Background: an optimization exercise with open tools, aiming at small area, a short achievable clock period and few clock cycles. Do not read the settings as production practice. Where RTL was checked, it was by simulation tests only, not by an equivalence proof against the original. Only the layout flow was run in runs 1 and 3; the RTL was not checked for function there.

$ cat flow/run.sh
#!/bin/bash
# synth_recipe.tcl (not shown) runs the flow's synth.tcl, then flattens the netlist and writes it again
# the make line also repeats each setting of config.mk as NAME=value (left out here)
make -C /OpenROAD-flow-scripts/flow DESIGN_CONFIG=/design/flow/config.mk WORK_HOME=/design/flow/orfs CLKGATE_MAP_FILE= SYNTH_SCRIPT=/design/flow/synth_recipe.tcl finish
$ cat flow/config.mk
export PLATFORM = sky130hd
export DESIGN_NAME = EC_TOP
export DESIGN_NICKNAME = EC_TOP
export VERILOG_FILES = /design/flow/design.v
export SDC_FILE = /design/flow/constraint.sdc
export NUM_CORES = 4
export LEC_CHECK = 0
export CAP_MARGIN = 20
export CORE_MARGIN = 2
export CORE_UTILIZATION = 40
export SLEW_MARGIN = 20
$ cat flow/constraint.sdc
create_clock -name core_clock -period 77.0 [get_ports {clk}]
set_input_delay 15.4000 -clock core_clock [delete_from_list [all_inputs] [get_ports {clk}]]
set_output_delay 15.4000 -clock core_clock [all_outputs]
set_load 0.01 [all_outputs]
$ cat flow/design.v
module INV_IP (IN_P, IN_K, OUT_INV);
input  [5:0] IN_P;
input  [4:0] IN_K;
output [5:0] OUT_INV;
reg [4:0] idx;
always @(*) begin
    case (IN_P)
        6'd3: idx = 5'd0;
        6'd5: idx = 5'd1;
        6'd7: idx = 5'd2;
        6'd11: idx = 5'd3;
        6'd13: idx = 5'd4;
        6'd17: idx = 5'd5;
        6'd19: idx = 5'd6;
        6'd23: idx = 5'd7;
        6'd29: idx = 5'd8;
        6'd31: idx = 5'd9;
        6'd37: idx = 5'd10;
        6'd41: idx = 5'd11;
        6'd43: idx = 5'd12;
        6'd47: idx = 5'd13;
        6'd53: idx = 5'd14;
        6'd59: idx = 5'd15;
        6'd61: idx = 5'd16;
        default: idx = 5'd0;
    endcase
end
localparam [1023:0] T0 = 1024'h00000000000000000000000000000000000000000000000000000000000000000000000000000000000000000000000000000000000000000000000011d702cf1562652901655161007a6e5d0014dc8b00015be5000178b700007dbf00001059000007210000017b0000000d0000001300000015000000070000000100000001;
localparam [1023:0] T1 = 1024'h0000000000000000000000000000000000000000000000000000000000000000000000000000000000000000000000000000000000000000000000003e52917802a33970021e6a9a007720ac00055bc4000634ea0002f62400006f10000036860000051c000000e8000000360000003800000000000000040000000200000000;
localparam [1023:0] T2 = 1024'h00000000000000000000000000000000000000000000000000000000000000000000000000000000000000000000000000000000000000000000000037ab32401bd0079601b18ab80054ebf0001519aa0009b32a0000ccc4000070d200003114000000a4000000a60000006e0000002000000012000000020000000000000000;
localparam [1023:0] T3 = 1024'h00000000000000000000000000000000000000000000000000000000000000000000000000000000000000000000000000000000000000000000000038a04ac2182ed6340385cba0000fcc680001bc5600040ba200012d26000049cc00002b7a0000040e0000018a000000a0000000060000000c000000000000000000000000;
localparam [1023:0] T4 = 1024'h000000000000000000000000000000000000000000000000000000000000000000000000000000000000000000000000000000000000000000000000204031a417ca5a4a02121d62004000fe001390960008594000024d6a00002aa600000e08000003f000000010000000000000000000000000000000000000000000000000;
localparam [1023:0] T5 = 1024'h000000000000000000000000000000000000000000000000000000000000000000000000000000000000000000000000000000000000000000000000042d66fe0d99e47000ef04cc003a990000080708000220140000001000000000000000000000000000000000000000000000000000000000000000000000000000000000;
wire [9:0] sel = {idx, IN_K};
assign OUT_INV[0] = T0[sel];
assign OUT_INV[1] = T1[sel];
assign OUT_INV[2] = T2[sel];
assign OUT_INV[3] = T3[sel];
assign OUT_INV[4] = T4[sel];
assign OUT_INV[5] = T5[sel];
endmodule
module EC_TOP(
    clk, rst_n, in_valid,
    in_Px, in_Py, in_Qx, in_Qy, in_prime, in_a,
    out_valid, out_Rx, out_Ry
);
input clk, rst_n, in_valid;
input [6-1:0] in_Px, in_Py, in_Qx, in_Qy, in_prime, in_a;
output reg out_valid;
output reg [6-1:0] out_Rx, out_Ry;
reg v1, vd, v2, v3, v4;
wire dbl;
always @(posedge clk or negedge rst_n) begin
    if (!rst_n) begin
        v1 <= 1'b0; vd <= 1'b0; v2 <= 1'b0; v3 <= 1'b0; v4 <= 1'b0;
    end else begin
        v1 <= in_valid;
        vd <= v1 & dbl;
        v2 <= (v1 & ~dbl) | vd;
        v3 <= v2;
        v4 <= v3;
    end
end
reg [5:0] px, py, qx, qy, pr, aa;
always @(posedge clk) begin
    if (in_valid) begin
        px <= in_Px; py <= in_Py; qx <= in_Qx; pr <= in_prime; aa <= in_a;
    end
    qy <= in_Qy;
end
assign dbl = (px == qx) && (py == qy);
reg  [5:0] mm_a, mm_b;
reg  [7:0] mm_c;
reg  [11:0] mm_x;
reg  [8:0] mm_d1, mm_d2, mm_d3;
wire [7:0] p3 = {2'b00, pr} + {1'b0, pr, 1'b0};
integer k;
always @(*) begin
    mm_x = mm_a * mm_b + mm_c;
    for (k = 4; k >= 0; k = k - 2) begin
        mm_d1 = {1'b0, mm_x[k +: 8]} - {3'b000, pr};
        mm_d2 = {1'b0, mm_x[k +: 8]} - {2'b00, pr, 1'b0};
        mm_d3 = {1'b0, mm_x[k +: 8]} - {1'b0, p3};
        if (!mm_d3[8])      mm_x[k +: 8] = mm_d3[7:0];
        else if (!mm_d2[8]) mm_x[k +: 8] = mm_d2[7:0];
        else if (!mm_d1[8]) mm_x[k +: 8] = mm_d1[7:0];
    end
end
wire [5:0] mm_out = mm_x[5:0];
wire [6:0] ex   = dbl ? {py, 1'b0} : {1'b0, qx};
wire [6:0] ey   = dbl ? {1'b0, pr} : {1'b0, px};
wire [7:0] e;
wire [5:0] eneg_v, dflip;
RIPPLE #(8) u_e  (.a({1'b0, ex}), .b(~{1'b0, ey}), .ci(1'b1), .s(e));
RIPPLE #(6) u_en (.a(ey[5:0]), .b(~ex[5:0]), .ci(1'b1), .s(eneg_v));
wire       eneg = e[7];
wire [5:0] eabs = eneg ? eneg_v : e[5:0];
RIPPLE #(6) u_df (.a(pr), .b(~eabs), .ci(1'b1), .s(dflip));
wire [5:0] dodd = e[0] ? eabs : dflip;
wire       sg   = eneg ^ ~e[0];
wire [5:0] rinv;
INV_IP I_INV_IP (.IN_P(pr), .IN_K(dodd[5:1]), .OUT_INV(rinv));
reg [5:0] ra, rb;
reg       r_sg;
wire [5:0] mneg;                     
RIPPLE #(6) u_mn (.a(pr), .b(~mm_out), .ci(1'b1), .s(mneg));
wire [6:0] nsub;
wire [5:0] nadd;
RIPPLE #(7) u_ns (.a({1'b0, qy}), .b(~{1'b0, py}), .ci(1'b1), .s(nsub));
RIPPLE #(6) u_na (.a(nsub[5:0]), .b(nsub[6] ? pr : 6'd0), .ci(1'b0), .s(nadd));    
wire [7:0] c3, c4;
RIPPLE #(8) u_c3 (.a({1'b0, px, 1'b0}), .b({2'b00, qx}), .ci(1'b0), .s(c3));     
RIPPLE #(8) u_c4 (.a({2'b00, pr}), .b(~{2'b00, py}), .ci(1'b1), .s(c4));          
always @(*) begin
    mm_a = ra; mm_b = rb; mm_c = 8'd0;
    if (v1) begin
        mm_a = px; mm_b = px;
    end
    if (vd) begin
        mm_b = 6'd3; mm_c = {2'b00, aa};
    end
    if (v3) mm_c = c3;
    if (v4) mm_c = c4;
end
always @(posedge clk) begin
    if (v1) r_sg <= sg;
    if (v1) ra <= dbl ? mm_out : nadd;
    else if (vd) ra <= mm_out;
    else if (v2) ra <= r_sg ? mneg : mm_out;
    if (v1) rb <= rinv;
    else if (v2) rb <= r_sg ? mm_out : mneg;
    else if (v3) rb <= mm_out;
end
wire [6:0] rxs;
wire [5:0] rxv;
RIPPLE #(7) u_rs (.a({1'b0, px}), .b(~{1'b0, rb}), .ci(1'b1), .s(rxs));
RIPPLE #(6) u_rv (.a(rxs[5:0]), .b(rxs[6] ? pr : 6'd0), .ci(1'b0), .s(rxv));   
always @(posedge clk or negedge rst_n) begin
    if (!rst_n) begin
        out_valid <= 1'b0; out_Rx <= 6'd0; out_Ry <= 6'd0;
    end else begin
        out_valid <= v4;
        out_Rx <= v4 ? rxv : 6'd0;
        out_Ry <= v4 ? mm_out : 6'd0;
    end
end
endmodule
module RIPPLE #(parameter N = 6) (a, b, ci, s);
input  [N-1:0] a, b;
input          ci;
output [N-1:0] s;
wire   [N:0]   c;
assign c[0] = ci;
genvar i;
generate
    for (i = 0; i < N; i = i + 1) begin : g
        assign s[i]   = a[i] ^ b[i] ^ c[i];
        assign c[i+1] = (a[i] & b[i]) | (c[i] & (a[i] ^ b[i]));
    end
endgenerate
endmodule
==> impl_results.md, run 1 <==
- Status: complete, no violations
- Required time of the worst setup path: 77,220 ps
- TritonCTS clock tree: done
- Fin Hold WS: 471.4 ps
- Unrepaired setup endpoints after global routing: no
- Yosys cell types: 100
- Worst R2R Start: v1
- CP Launch Point: in_valid
- Ys flop type: edfxtp_1
- Yosys reg bits: 72
- Area growth from synthesis to layout: 10.08%
- Placed cell count: 1,811
- Hold path startpoint: v2
- Tightest Pin Transition: 922.5 ps
- Total CTS buffers: 9
- Setup repair bufs after CTS: 0
- Pin count of the biggest net entering global routing: 72
- Hold Path Class: flip-flop to flip-flop
- H-tree levels: 3
- Vias in the first global route: 10,490
- DR top layer: met4
- Max-cap violations: 0
- Layout Cells excl Fill: 1,827
- Setup-failing EPs final: 0
- Final Wtd Congestion: 0.9334
- Clock Skews: 15.40 ps
- Cts hold-fix bufs: 0
- Max Fclk: 0.05880 GHz
- Antenna Cells: 0
- Async SR Flop Fraction: 25.00%
- Most common cell after layout, fill and taps aside: nor2_1
- Vias per cell: 5.952
- Nets: 1,671
- First-pass GRT wire length: 58,840 um
- Metal1 wirelength: 16,930 um
- Routed met3 length: 2927 um
- I/O Buffers: 51
- Die W: 174.2 um
- Total negative setup slack: 0 ps
- # fillers: 2,829
- Commonest cells after routing, fill and taps aside: nor2_1, inv_1, a21oi_1
- Die area: 30,330 um^2
- Crit Path Class: input pin to flip-flop
- Share of layout cells above drive strength 1: 6.445%
- Final WL: 36,860 um
- WL/cell: 20.17 um
- Routed Antenna Nets: 0
- Routed wire length on met2: 16,030 um
- Critical Path AT: 17,230 ps
- Root Driver: clkbuf_16
- Cells after Synth: 1,434
- Initial detailed-routing violation count: 1,344
- Worst-Skew Late Latency: 370 ps
- Drt pass-1 iters: 6
- Vias: 10,880
- Total congestion overflow: 0
- Final period utilization: 22.09%
- Sequential area share after synthesis: 16.94%
- Crit Path Max Fanout: 45
- I/O pin cnt: 52
- Syn_nets: 1,667
- Syn_area_per_cell: 8.077 um^2
- Die H: 174.2 um
- Minimum clock period: 17,010 ps
- Cell Area, Synth: 11,580 um^2
- Clk buf depth: 2
- Gr usage total: 24.56%
- Final hold violation count: 0
- Initial core utilization: 40.46%
- Post-synth EDFFs: 43
- Initial antenna violation count: 0
- Post-CTS Resized: 0
- Max-slew headroom: 38.31%
- Yosys top cell by area: fa_1
- # DRC: 0
- Slew Viols, Final: 0
- Std-Cell Core Area: 28,630 um^2
- Startpoint type of the worst setup path: input pin
- Clock Pin Slew Worst Setup and Hold Paths: 60 ps
- FP Rows: 62
- Ranking of synthesized cells by area: fa_1, ha_1, edfxtp_1, a21oi_1, nor2_1
- DP HPWL: 27,990 um
- Critical Path End Type: flip-flop
- Clock sink count: 72
- Syn. warnings: 2
- Top-area cell type share of the netlist area: 13.14%
synth_stat cells, types with 5 or more instances:
library cell and count:
or2_2 5, nand3_1 23, a221oi_1 12, buf_1 7, o21ai_1 11, buf_2 5
o31ai_1 5, o21bai_1 5, dfxtp_1 11, or3_1 11, xor2_1 32, ha_1 118
nor4_1 6, nor3_1 28, nand4_1 8, nor2b_1 21, a21oi_1 121, o311ai_0 8
clkbuf_1 61, xnor2_1 29, fa_1 76, mux2i_1 24, dfrtp_1 18, and2_1 13
a21o_1 31, nand2b_1 29, a311oi_1 6, inv_1 128, o21ai_0 100, o22ai_1 6
edfxtp_1 43, o211ai_1 14, a31oi_1 19, nor2_1 141, nand2_1 114, o21a_1 13
a211oi_1 18
kinds of logic (layout without fill, tap and decap cells):
kind of cell               Yosys count  count (layout)  synth area share, %
and+or+nand+nor                    429             429                17.66
muxes                               31              31                2.873
xor gates and xnor gates            61              61                4.613
buffers and inverters              208             217                6.989
adders and majority gates          194             194                25.88
DFF                                 72              72                16.94
AOI/OAI and AO/OA                  439             439                25.04
per-layer routing:
| metal | up-vias | GRT usage, % |
|---|---|---|
| li1 | 5093 | - |
| met1 | 5173 | 35.38 |
| met2 | 531 | 36.65 |
| met3 | 78 | 4.659 |
| met4 | 0 | 8.613 |
| met5 | - | 0 |
stage by stage:
stage	utilization (%)	area, um^2	worst slack (ps)
finish	44.54	12750	59990
global route	44.54	12750	59930
CTS	44.54	12750	60060
detailed placement	43.37	12420	59680
global placement	43.37	12420	59760
floorplan	-	11580	60310
flip-flops by register name, indices dropped and copies added (netlist names), 5 cells and up:
name / cells
pr: 6
ra: 6
px: 6
qy: 6
I_INV_IP.idx: 5
qx: 6
rb: 6
out_Rx: 6
py: 6
aa: 6
out_Ry: 6
layout make-up:
| cell class | count | area [um^2] | area share (%) |
|---|---|---|---|
| multi-input cells | 1154 | 8838 | 69.32 |
| well taps | 384 | 480.5 | 3.768 |
| repair buffers | 68 | 633.1 | 4.966 |
| clock inverters | 6 | 95.09 | 0.7458 |
| flip-flops and latches | 72 | 1963 | 15.40 |
| clock buffers | 10 | 239.0 | 1.874 |
| inverters | 133 | 500.5 | 3.925 |
worst paths after layout:
| kind | to | slack, ps | cells past startpoint |
|---|---|---|---|
| max | I_INV_IP.idx[0] | 59990 | 7 |
| min | v3 | 470 | 0 |
| max reg2reg | ra[5] | 61360 | 61 |
| min reg2reg | v3 | 470 | 0 |
| max in group asynchronous | out_Ry[1] | 60870 | 1 |
| min in group asynchronous | out_Rx[4] | 15550 | 1 |
critical path, cell delays in order:
cell,delay [ps]
buf_2,80
buf_4,480
o21ai_1,360
and3_1,290
o21bai_1,150
a222oi_1,370
nor2_1,80
==> run 2: changes to the inputs <==
--- a/flow/design.v
+++ b/flow/design.v
@@ -3,34 +3,13 @@
 input  [4:0] IN_K;
 output [5:0] OUT_INV;
-reg [4:0] idx;
-always @(*) begin
-    case (IN_P)
-        6'd3: idx = 5'd0;
-        6'd5: idx = 5'd1;
-        6'd7: idx = 5'd2;
-        6'd11: idx = 5'd3;
-        6'd13: idx = 5'd4;
-        6'd17: idx = 5'd5;
-        6'd19: idx = 5'd6;
-        6'd23: idx = 5'd7;
-        6'd29: idx = 5'd8;
-        6'd31: idx = 5'd9;
-        6'd37: idx = 5'd10;
-        6'd41: idx = 5'd11;
-        6'd43: idx = 5'd12;
-        6'd47: idx = 5'd13;
-        6'd53: idx = 5'd14;
-        6'd59: idx = 5'd15;
-        6'd61: idx = 5'd16;
-        default: idx = 5'd0;
-    endcase
-end
-localparam [1023:0] T0 = 1024'h00000000000000000000000000000000000000000000000000000000000000000000000000000000000000000000000000000000000000000000000011d702cf1562652901655161007a6e5d0014dc8b00015be5000178b700007dbf00001059000007210000017b0000000d0000001300000015000000070000000100000001;
-localparam [1023:0] T1 = 1024'h0000000000000000000000000000000000000000000000000000000000000000000000000000000000000000000000000000000000000000000000003e52917802a33970021e6a9a007720ac00055bc4000634ea0002f62400006f10000036860000051c000000e8000000360000003800000000000000040000000200000000;
-localparam [1023:0] T2 = 1024'h00000000000000000000000000000000000000000000000000000000000000000000000000000000000000000000000000000000000000000000000037ab32401bd0079601b18ab80054ebf0001519aa0009b32a0000ccc4000070d200003114000000a4000000a60000006e0000002000000012000000020000000000000000;
-localparam [1023:0] T3 = 1024'h00000000000000000000000000000000000000000000000000000000000000000000000000000000000000000000000000000000000000000000000038a04ac2182ed6340385cba0000fcc680001bc5600040ba200012d26000049cc00002b7a0000040e0000018a000000a0000000060000000c000000000000000000000000;
-localparam [1023:0] T4 = 1024'h000000000000000000000000000000000000000000000000000000000000000000000000000000000000000000000000000000000000000000000000204031a417ca5a4a02121d62004000fe001390960008594000024d6a00002aa600000e08000003f000000010000000000000000000000000000000000000000000000000;
-localparam [1023:0] T5 = 1024'h000000000000000000000000000000000000000000000000000000000000000000000000000000000000000000000000000000000000000000000000042d66fe0d99e47000ef04cc003a990000080708000220140000001000000000000000000000000000000000000000000000000000000000000000000000000000000000;
+localparam [319:0] PIDX = 320'h0020078000001c00000068000601600014000000481000000038000300a000080180001002000000;
+wire [4:0] idx = PIDX[IN_P*5 +: 5];
 wire [9:0] sel = {idx, IN_K};
+localparam [1023:0] T0 = 1024'h75626529516551616e7a6e5ddc94dc8b5be15be578b578b7fdbffdbf50595059272127217b7b7b7b0d0d0d0d1313131355555555ffffffff5555555511d702cf75626529516551616e7a6e5ddc94dc8b5be15be578b578b7fdbffdbf50595059272127217b7b7b7b0d0d0d0d1313131355555555ffffffff55555555ffffffff;
+localparam [1023:0] T1 = 1024'h22a339706a1e6a9a20f720ac5bc55bc434e634eaf626f6246f106f10b686b6861d1c1d1ce8e8e8e836363636b8b8b8b80000000044444444aaaaaaaabe52917822a339706a1e6a9a20f720ac5bc55bc434e634eaf626f6246f106f10b686b6861d1c1d1ce8e8e8e836363636b8b8b8b80000000044444444aaaaaaaa00000000;
+localparam [1023:0] T2 = 1024'h1bd0079689b18ab8ebd4ebf019b519aab329b32accc4ccc4f0d2f0d231143114a0a4a0a4a6a6a6a66e6e6e6e2020202032323232aaaaaaaa0000000037ab32401bd0079689b18ab8ebd4ebf019b519aab329b32accc4ccc4f0d2f0d231143114a0a4a0a4a6a6a6a66e6e6e6e2020202032323232aaaaaaaa0000000000000000;
+localparam [1023:0] T3 = 1024'hd82ed634cb85cba0cc0fcc68bc41bc560ba40ba22d252d26c9ccc9cc6b7a6b7a0c0e0c0e8b8a8b8aa0a0a0a046464646cccccccc000000000000000078a04ac2d82ed634cb85cba0cc0fcc68bc41bc560ba40ba22d252d26c9ccc9cc6b7a6b7a0c0e0c0e8b8a8b8aa0a0a0a046464646cccccccc000000000000000000000000;
+localparam [1023:0] T4 = 1024'h57ca5a4a1e121d6200c000fe90939096594859404d6a4d6aaaa6aaa60e080e08f3f0f3f0101010100000000000000000000000000000000000000000204031a457ca5a4a1e121d6200c000fe90939096594859404d6a4d6aaaa6aaa60e080e08f3f0f3f010101010000000000000000000000000000000000000000000000000;
+localparam [1023:0] T5 = 1024'hed99e47004ef04cc993a9900070807082012201400100010000000000000000000000000000000000000000000000000000000000000000000000000442d66feed99e47004ef04cc993a990007080708201220140010001000000000000000000000000000000000000000000000000000000000000000000000000000000000;
 assign OUT_INV[0] = T0[sel];
 assign OUT_INV[1] = T1[sel];
@@ -63,6 +42,7 @@
 end
 reg [5:0] px, py, qx, qy, pr, aa;
+wire busy = v1 | vd | v2 | v3 | v4;
 always @(posedge clk) begin
-    if (in_valid) begin
+    if (!busy) begin
         px <= in_Px; py <= in_Py; qx <= in_Qx; pr <= in_prime; aa <= in_a;
     end
==> impl_results.md, run 2 <==
- Crit path cell chain: clkdlybuf4s50_1
- Die W: 172.8 um (-0.76%)
- Layout Cells excl Fill: 1,777 (-2.7%)
- Critical path destination: out_Ry[5]
- Worst-Skew Late Latency: 350 ps (-20 ps)
- Async SR Flop Fraction: 26.87% (+1.9 points)
- Syn. warnings: 1 (-1)
- Commonest cells after routing, fill and taps aside: nor2_1, inv_1, ha_1
- Crit Path Max Fanout: 1 (-98%)
- Share of layout cells above drive strength 1: 5.504% (-0.94 points)
- # DRC: 0 (unchanged)
- Vias: 10,510 (-3.4%)
- Final hold violation count: 0 (unchanged)
- Crit-path slowest cell: clkdlybuf4s50_1
- Setup-failing EPs final: 0 (unchanged)
- Most frequent cell after synthesis: nor2_1
- CP max stage delay: 530 ps (+50 ps)
- WL/cell: 19.85 um (-1.6%)
- Clock Pin Slew Worst Setup and Hold Paths: 70 ps (about the same)
- Cell depth of the worst flop-to-flop path: 60 (-1.6%)
- Area growth from synthesis to layout: 10.91%
- Footprint of the multi-input gates: 8792 um^2 (-0.52%)
- Commonest cells in the netlist: nor2_1, inv_1, ha_1
- Ranking of synthesized cells by area: fa_1, ha_1, edfxtp_1, nor2_1, inv_1
- Worst R2R Start: v1
- Sequential area share after synthesis: 16.33% (-0.61 points)
- Initial detailed-routing violation count: 1,306 (-2.8%)
- Final WL: 35,270 um (-4.3%)
- Status: complete, no violations
- Unrepaired setup endpoints after global routing: no
- Worst path depth: 1 (-6)
- Reg area: 1862 um^2 (-5.2%)
- Total congestion overflow: 0 (unchanged)
- Pin count of the biggest net entering global routing: 58 (-19%)
- CP Launch Point: out_Ry[5]
- Routed Antenna Nets: 0 (unchanged)
- Placed cell count: 1,761 (-2.8%)
- Syn_nets: 1,623 (-2.6%)
- Initial antenna violation count: 0 (unchanged)
- Max-cap violations: 0 (unchanged)
- DP HPWL: 26,460 um (-5.5%)
- Clock Skews: 15.13 ps (-0.2693 ps)
- I/O Buffers: 51 (unchanged)
- Die area: 29,880 um^2 (-1.5%)
- # fillers: 2,784 (-1.6%)
- Crit path max-delay family: buffers and inverters
- Yosys top cell by area: fa_1
- Yosys reg bits: 67 (-6.9%)
- Max Fclk: 0.06024 GHz (+2.5%)
- Std-Cell Core Area: 27,930 um^2 (-2.4%)
- Max-slew headroom: 28.90% (-9.4 points)
- Buf+Inv Stages, Crit Path: 1 (-1)
- Total CTS buffers: 9 (unchanged)
- Hold path startpoint: v2
- Worst R2R Setup Slack: 61,240 ps (-120 ps)
- Drt pass-1 iters: 6 (unchanged)
- Clock sink count: 67 (-6.9%)
- Total negative setup slack: 0 ps (unchanged)
- Critical R2R Capture: rb[5]
- Ys flop type: edfxtp_1
- Clk buf depth: 2 (unchanged)
- Vias in the first global route: 9,896 (-5.7%)
- Most common cell after layout, fill and taps aside: nor2_1
- Cells after Synth: 1,387 (-3.3%)
- Final period utilization: 21.56% (-0.53 points)
- Startpoint type of the worst setup path: flip-flop
- Final core utilization: 45.27% (+0.73 points)
- First-pass GRT wire length: 56,170 um (-4.5%)
- Cts hold-fix bufs: 0 (unchanged)
- Cell Area, Synth: 11,400 um^2 (-1.5%)
- Top-area cell type share of the netlist area: 13.34% (+0.21 points)
- Antenna Cells: 0 (unchanged)
- Crit Path Class: flip-flop to primary output
- Slew Viols, Final: 0 (unchanged)
- H-tree levels: 3 (unchanged)
- Setup repair bufs after CTS: 0 (unchanged)
- Vias per cell: 5.913 (-0.66%)
- Tightest Pin Transition: 1067 ps (+144.0 ps)
- FP Rows: 61 (-1.6%)
- Minimum clock period: 16,600 ps (-406.9 ps)
- Critical Path End Type: primary output
- Syn_area_per_cell: 8.222 um^2 (+1.8%)
- Yosys cell types: 92 (-8.0%)
- TritonCTS clock tree: done
- Die H: 172.8 um (-0.76%)
- Critical Path AT: 1200 ps (-16,030 ps)
- Initial core utilization: 40.82% (+0.36 points)
- Root Driver: clkbuf_16
- Gr usage total: 23.34% (-1.2 points)
- Post-CTS Resized: 0 (unchanged)
- Final Wtd Congestion: 0.9212 (-1.3%)
- Post-synth EDFFs: 43 (unchanged)
- I/O pin cnt: 52 (unchanged)
- Hold Path Class: flip-flop to flip-flop
- Required time of the worst setup path: 61,600 ps (-15,620 ps)
- Nets: 1,630 (-2.5%)
[run 2: per-stage QoR]
stage,cell area [um^2],hold WS (ps),worst slack (ps)
global route,12650,500.4,60210
detailed placement,12280,458.5,60410
floorplan,11400,351.9,61220
CTS,12650,479.3,60390
finish,12650,487.7,60400
global placement,12280,444.4,60420
[run 2: layout make-up]
type / instances / share of cell area [%]
Clock inverter: 7 / 1.157
Multi-Input combinational cell: 1116 / 69.52
Timing Repair Buffer: 72 / 5.283
Inverter: 128 / 3.799
Clock buffer: 9 / 1.781
Tap cell: 378 / 3.740
Sequential cell: 67 / 14.72
[run 2: worst min-delay path by stage]
stage,endpoint,slack [ps],cells after the start
6_report,v3,490,0
4_1_cts,v3,480,0
3_5_place_dp,v3,460,0
5_1_grt,v3,500,0
2_1_floorplan,out_valid,350,0
3_3_place_gp,v3,440,0
[run 2: routing by layer]
layer	up-vias	GRT usage, %	wire length (um)
li1	4972	-	-
met3	81	3.188	2637
met1	4984	32.92	15590
met4	0	6.285	945
met5	-	0	0
met2	471	37.50	16100
[run 2: cell families after synthesis]
logic type | Yosys count | synth area share (%)
compound gates | 401 | 24.85
xor+xnor | 60 | 4.773
fa+ha+maj | 197 | 26.62
buf+inv | 204 | 6.847
flops | 67 | 16.33
mux | 23 | 2.150
simple gates | 435 | 18.43
Testbench counts of run 2, summed over its fixed seeds: cycles 15,024.
==> run 3: changes to the inputs <==
--- a/flow/design.v
+++ b/flow/design.v
@@ -52,10 +52,17 @@
 reg  [5:0] mm_a, mm_b;
 reg  [7:0] mm_c;
-reg  [11:0] mm_x;
+reg  [11:0] mm_x, mm_s, mm_cy, mm_pp, mm_ns;
 reg  [8:0] mm_d1, mm_d2, mm_d3;
 wire [7:0] p3 = {2'b00, pr} + {1'b0, pr, 1'b0};
 integer k;
 always @(*) begin
-    mm_x = mm_a * mm_b + mm_c;
+    mm_s = {4'd0, mm_c}; mm_cy = 12'd0;
+    for (k = 0; k < 6; k = k + 1) begin
+        mm_pp = mm_b[k] ? ({6'd0, mm_a} << k) : 12'd0;
+        mm_ns = mm_s ^ mm_cy ^ mm_pp;
+        mm_cy = ((mm_s & mm_cy) | (mm_s & mm_pp) | (mm_cy & mm_pp)) << 1;
+        mm_s  = mm_ns;
+    end
+    mm_x = mm_s + mm_cy;
     for (k = 4; k >= 0; k = k - 2) begin
         mm_d1 = {1'b0, mm_x[k +: 8]} - {3'b000, pr};
@@ -70,15 +77,12 @@
 wire [6:0] ex   = dbl ? {py, 1'b0} : {1'b0, qx};
 wire [6:0] ey   = dbl ? {1'b0, pr} : {1'b0, px};
-wire [7:0] e;
-wire [5:0] eneg_v, dflip;
+wire [7:0] e, eo;
 RIPPLE #(8) u_e  (.a({1'b0, ex}), .b(~{1'b0, ey}), .ci(1'b1), .s(e));
-RIPPLE #(6) u_en (.a(ey[5:0]), .b(~ex[5:0]), .ci(1'b1), .s(eneg_v));
-wire       eneg = e[7];
-wire [5:0] eabs = eneg ? eneg_v : e[5:0];
-RIPPLE #(6) u_df (.a(pr), .b(~eabs), .ci(1'b1), .s(dflip));
-wire [5:0] dodd = e[0] ? eabs : dflip;
-wire       sg   = eneg ^ ~e[0];
+wire [7:0] emv  = e[0] ? 8'd0 : (e[7] ? {2'b00, pr} : ~{2'b00, pr});
+RIPPLE #(8) u_eo (.a(e), .b(emv), .ci(~e[0] & ~e[7]), .s(eo));
+wire       sg   = eo[7];
+wire [4:0] kidx = sg ? ~eo[5:1] : eo[5:1];    
 wire [5:0] rinv;
-INV_IP I_INV_IP (.IN_P(pr), .IN_K(dodd[5:1]), .OUT_INV(rinv));
+INV_IP I_INV_IP (.IN_P(pr), .IN_K(kidx), .OUT_INV(rinv));
 reg [5:0] ra, rb;
 reg       r_sg;
==> impl_results.md, run 3 <==
- Status: complete, no violations
- Tightest Pin Transition: 947.3 ps (-119.3 ps)
- TritonCTS clock tree: done
- Initial antenna violation count: 0 (unchanged)
- Cts hold-fix bufs: 0 (unchanged)
- Max Fclk: 0.06015 GHz (-0.15%)
- Total congestion overflow: 0 (unchanged)
- H-tree levels: 3 (unchanged)
- Syn_area_per_cell: 8.076 um^2 (-1.8%)
- Worst-Skew Late Latency: 340 ps (about the same)
- Fin Hold WS: 477.7 ps (-9.922 ps)
- Final WL: 35,620 um (+0.99%)
- Routed Antenna Nets: 0 (unchanged)
- Setup-failing EPs final: 0 (unchanged)
- Minimum clock period: 16,620 ps (+24.50 ps)
- DP HPWL: 26,520 um (+0.23%)
- Clock Pin Slew Worst Setup and Hold Paths: 70 ps (about the same)
- Critical Path AT: 1220 ps (+20 ps)
- Pin count of the biggest net entering global routing: 55 (-5.2%)
- Most frequent cell after synthesis: nor2_1
- Initial detailed-routing violation count: 1,189 (-9.0%)
- Root Driver: clkbuf_16
- Die area: 29,500 um^2 (-1.2%)
- # DRC: 0 (unchanged)
- Final period utilization: 21.59% (+0.032 points)
- Worst setup margin: 60,380 ps (-24.50 ps)
- Startpoint type of the worst setup path: flip-flop
- Post-CTS Resized: 0 (unchanged)
- Final core utilization: 45.01% (-0.26 points)
- Yosys cell types: 84 (-8.7%)
- First-pass GRT wire length: 56,210 um (about the same)
- Cell Area, Synth: 11,260 um^2 (-1.3%)
- Layout Cells excl Fill: 1,793 (+0.90%)
- Drt pass-1 iters: 8 (+2)
- CP max stage delay: 540 ps (about the same)
- Crit path cell chain: clkdlybuf4s50_1
- Crit path max-delay family: buffers and inverters
- Commonest cells after routing, fill and taps aside: nor2_1, inv_1, nand2_1
- Area growth from synthesis to layout: 11.07%
- Initial core utilization: 40.52% (-0.30 points)
- Setup WS pre-CTS: 60,430 ps (+13.80 ps)
- I/O pin cnt: 52 (unchanged)
- Critical Path End Type: primary output
- Clock sink count: 67 (unchanged)
- Sequential area share after synthesis: 16.54% (+0.21 points)
- WL/cell: 19.87 um (about the same)
- Die W: 171.8 um (-0.62%)
- Max-slew headroom: 36.85% (+8.0 points)
- Required time of the worst setup path: 61,600 ps (about the same)
- Top-area cell type share of the netlist area: 14.05% (+0.71 points)
- Setup repair bufs after CTS: 0 (unchanged)
- Std-Cell Core Area: 27,780 um^2 (-0.55%)
- Placed cell count: 1,777 (+0.91%)
- Unrepaired setup endpoints after global routing: no
- Gr usage total: 24.36% (+1.0 points)
- Die H: 171.8 um (-0.62%)
- Hold Path Class: flip-flop to flip-flop
- Total negative setup slack: 0 ps (unchanged)
- Final hold violation count: 0 (unchanged)
- Vias per cell: 5.959 (+0.77%)
- Clk buf depth: 2 (unchanged)
- Final Wtd Congestion: 0.9489 (+3.0%)
- Crit-path slowest cell: clkdlybuf4s50_1
- Commonest cells in the netlist: nor2_1, inv_1, nand2_1
- # fillers: 2,798 (+0.50%)
- Yosys reg bits: 67 (unchanged)
- I/O Buffers: 51 (unchanged)
- Vias in the first global route: 10,280 (+3.9%)
- Antenna Cells: 0 (unchanged)
- Nets: 1,634 (+0.25%)
- Post-synth EDFFs: 43 (unchanged)
- Yosys top cell by area: fa_1
- FP Rows: 61 (unchanged)
- Crit Path Class: flip-flop to primary output
- Syn_nets: 1,618 (-0.31%)
- Ranking of synthesized cells by area: fa_1, ha_1, edfxtp_1, nor2_1, a21oi_1
- Max-cap violations: 0 (unchanged)
- Crit Path Max Fanout: 1 (unchanged)
- Most common cell after layout, fill and taps aside: nor2_1
- Cells after Synth: 1,394 (+0.50%)
- Share of layout cells above drive strength 1: 5.159% (-0.34 points)
- Clock Skews: 11.34 ps (-3.794 ps)
- Total CTS buffers: 9 (unchanged)
- Slew Viols, Final: 0 (unchanged)
- Buf+Inv Stages, Crit Path: 1 (unchanged)
- Async SR Flop Fraction: 26.87% (unchanged)
- Worst R2R Setup Slack: 61,040 ps (-200 ps)
- Syn. warnings: 1 (unchanged)
- Vias: 10,680 (+1.7%)
- Ys flop type: edfxtp_1
[run 3: final cells by class]
| cell class | instances | area (um^2) | share of cell area [%] |
|---|---|---|---|
| Multi-Input combinational cell | 1119 | 8615 | 68.89 |
| Sequential cell | 67 | 1862 | 14.89 |
| Timing Repair Buffer | 79 | 720.7 | 5.763 |
| Inverter | 134 | 503.0 | 4.022 |
| Tap cell | 378 | 473.0 | 3.782 |
| Clock buffer | 9 | 225.2 | 1.801 |
| Clock inverter | 7 | 106.4 | 0.8505 |
[run 3: final timing paths]
check | startpoint | to | depth (start not counted)
worst max-delay path | out_Ry[3] | out_Ry[3] | 1
worst min-delay path | v2 | v3 | 0
worst max register to register | pr[0] | ra[5] | 62
worst min register to register | v2 | v3 | 0
max in group asynchronous | rst_n | out_Rx[5] | 1
min in group asynchronous | rst_n | vd | 1
[run 3: kinds of logic after synthesis]
kind of cell / after synthesis / share of synthesized area (%)
compound gates: 433 / 25.76
xor+xnor: 51 / 4.701
fa+ha+maj: 185 / 25.83
buf+inv: 208 / 7.035
flops: 67 / 16.54
mux: 24 / 2.445
simple gates: 426 / 17.69
[run 3: layer usage]
metal | vias up | part of all wire (%) | wire [um] | GRT usage [%]
met1 | 5091 | 44 | 15720 | 34.45
met4 | 0 | 3.3 | 1173 | 7.819
li1 | 5017 | - | - | -
met5 | - | 0 | 0 | 0
met3 | 92 | 7.1 | 2528 | 2.163
met2 | 484 | 45 | 16200 | 39.34
[run 3: per-stage QoR]
step	area (um^2)
6_report	12500
5_1_grt	12500
4_1_cts	12500
3_5_place_dp	12170
3_3_place_gp	12170
2_1_floorplan	11260

## afterwards: timing with drivers on the ports
The results above use ideal ports. As a check the final layouts listed here were re-extracted and re-timed, cells and wires unchanged.
Step 1 assumes that a clkbuf_16 drives the clock port and a buf_2 every other input.
Step 2 moves the port delays by t, midway between the first and last clock arrival at a register: inputs arrive t later, outputs are due t later. That takes back most of the time a late clock gives input paths.
a / b / c = ideal ports / drivers / drivers and shift; a / b = the first two.
run | shift t [ns] | slack for setup (ns) | hold slack, ns | pins driven straight from the clock port
run 1 | 0.404 | 59.993 / 60.005 / 59.601 | 0.471 / 0.471 / 0.471 | 1
run 2 | 0.379 | 60.400 / 60.364 / 60.439 | 0.488 / 0.488 / 0.488 | 1
run 3 | 0.377 | 60.375 / 60.336 / 60.492 | 0.478 / 0.478 / 0.478 | 1
After both steps every run listed still meets setup and hold. For run 1, which loses most, drivers alone change the setup slack by +0.012 ns; drivers and shift together by -0.392 ns. The worst setup slack also covers recovery checks on asynchronous resets.
